Source: an optimization exercise on an open RTL-to-GDS flow (aim: small area). Production flows keep margins and buffers that such runs may drop.
Only simulation tests tie the RTL to the original design; equivalence was not proved.
Power and IR drop assume default switching activity.

Setup of lane 1:
==> flow/design.v (excerpt) <==
module Toplevelmodule(
    input clk,
    input rst,
    input count_x, count_y, btn1, btn2, btn3, btn4, btn5,
    output h_sync, v_sync,
    output [3:0] red, green, blue
    );
clock: 20.0 ns
lec_check: 0
abc_area: 1
cap_margin: 20
core_margin: 2
core_utilization: 40
slew_margin: 20
standard.sh (not shown) runs the stock make flow with config.mk's settings and CLKGATE_MAP_FILE= SYNTH_SCRIPT=/design/flow/synth_recipe.tcl, a recipe that flattens the netlist after the stock synthesis.
==> flow/flow/run.sh <==
#!/bin/bash
# The standard layout (standard.sh) with two changes:
#  - synthesis by flow/my_synth.tcl: the standard flow's synthesis, but the combinational
#    logic is mapped by ABC with the area-oriented script flow/abc_map.script,
#    and adders are not extracted into half/full adder cells first;
#  - clock tree synthesis with clkbuf_8 buffers and no dummy loads.
# Each tool's output goes to flow.log (make) and the ORFS logs under orfs/logs.
set -euo pipefail
HERE=$(pwd)
export FLOW_ABC_SCRIPT=$HERE/flow/abc_map.script
export FLOW_NO_FA=1
export CTS_ARGS="-sink_clustering_enable -repair_clock_nets -buf_list sky130_fd_sc_hd__clkbuf_8 -dont_use_dummy_load"
sed -e "s#SYNTH_SCRIPT=[^ ]*synth_recipe.tcl#SYNTH_SCRIPT=$HERE/flow/my_synth.tcl#" standard.sh > my_standard.sh
grep -q "SYNTH_SCRIPT=$HERE/flow/my_synth.tcl" my_standard.sh
bash my_standard.sh > flow.log 2>&1
==> flow/flow/abc_map.script <==
strash
dc2
resub -K 8
dc2
dch -f
amap
topo
==> flow/flow/my_synth.tcl <==
# The standard flow's synthesis (synth_recipe.tcl), except that ORFS's synth.tcl is run
# with the ABC script flow/abc_map.script for the mapping of the
# combinational logic. Everything else, including the flip-flop mapping,
# flattening and renaming, is as in synth_recipe.tcl.
if { [info exists ::env(FLOW_NO_FA)] && $::env(FLOW_NO_FA) } {
  # no extraction of adders: ABC maps the arithmetic with the rest
  set ::env(ADDER_MAP_FILE) ""
}
proc synth {args} { yosys synth -nofsm -noshare {*}$args }
set fh [open $::env(SCRIPTS_DIR)/synth.tcl]
set script [read $fh]
close $fh
set old {log_cmd abc {*}$abc_args}
set new {log_cmd abc -script $::env(FLOW_ABC_SCRIPT) {*}$lib_args {*}$lib_dont_use_args}
if { [string first $old $script] < 0 } { error "abc call not found in synth.tcl" }
set script [string map [list $old $new] $script]
uplevel #0 $script
# left out here: clear keep_hierarchy, flatten, clean up, hide names made inside functions, write 1_2_yosys.v
## Diff of input files: lane 2 against lane 1
==> flow/flow/run.sh <==
#!/bin/bash
# The standard layout, with the synthesis of flow/my_synth.tcl (the standard flow's
# synthesis with an area-oriented ABC mapping script, flow/abc_map.script).
set -euo pipefail
HERE=$(pwd)
export FLOW_ABC_SCRIPT=$HERE/flow/abc_map.script
sed -e "s#SYNTH_SCRIPT=[^ ]*synth_recipe.tcl#SYNTH_SCRIPT=$HERE/flow/my_synth.tcl#" standard.sh > my_standard.sh
grep -q "SYNTH_SCRIPT=$HERE/flow/my_synth.tcl" my_standard.sh
bash my_standard.sh > flow.log 2>&1
==> flow/flow/abc_map.script <==
strash
dch -f
amap
topo
diff --git a/flow/flow/my_synth.tcl b/flow/flow/my_synth.tcl
--- a/flow/flow/my_synth.tcl
+++ b/flow/flow/my_synth.tcl
@@ -1,2 +1,2 @@
-# The standard flow's synthesis (synth_recipe.tcl), except that ORFS's synth.tcl is run
+# The standard flow's synthesis (synth_recipe.tcl) with one change: ORFS's synth.tcl is run
 # with the ABC script flow/abc_map.script for the mapping of the
@@ -4,6 +4,2 @@
 # flattening and renaming, is as in synth_recipe.tcl.
-if { [info exists ::env(FLOW_NO_FA)] && $::env(FLOW_NO_FA) } {
-  # no extraction of adders: ABC maps the arithmetic with the rest
-  set ::env(ADDER_MAP_FILE) ""
-}
 proc synth {args} { yosys synth -nofsm -noshare {*}$args }
## What came out
From lane 1 to lane 2 the numbers moved as follows: synthesized-area fraction occupied by and/or/nand/nor cells saw a decrease; post-synthesis adder-cell area fraction saw an increase; register clock-pin slew on the reported worst setup and hold paths saw little to no change.
Est. power | lane 2 vs lane 1 | lane 2 higher
Lane 2 has hold slack below what lane 1 had.
Going from lane 1 to lane 2, the switching share of total power was found to have gone down by 1.8 points.
NOTE sum of routed wire length over all layers lane 1->lane 2 decreased by a little under 10%

==> re-timing with driven ports <==
The flow's constraints put no driver on any port. The routed layouts listed below were extracted and timed again, unchanged, in two steps.
Step 1 (the two cells are an assumption about what drives the block):
set clk [get_ports {clk}]
set_driving_cell -lib_cell sky130_fd_sc_hd__clkbuf_16 $clk
set_driving_cell -lib_cell sky130_fd_sc_hd__buf_2 [delete_from_list [all_inputs] $clk]
Step 2 moves the port delays by t, midway between the first and last clock arrival at a register: inputs arrive t later, outputs are due t later. That takes back most of the time a late clock gives input paths.
Three values: ideal, step 1, step 2; two values: the first two.
| run | t, ns | setup WS [ns] | worst register clock-pin slew, ns |
|---|---|---|---|
| lane 1 | 0.356 | 12.090 / 12.054 / 12.410 | 0.09 / 0.09 |
| lane 2 | 0.341 | 12.310 / 12.266 / 12.606 | 0.07 / 0.07 |
After both steps setup and hold are still met in every run listed.
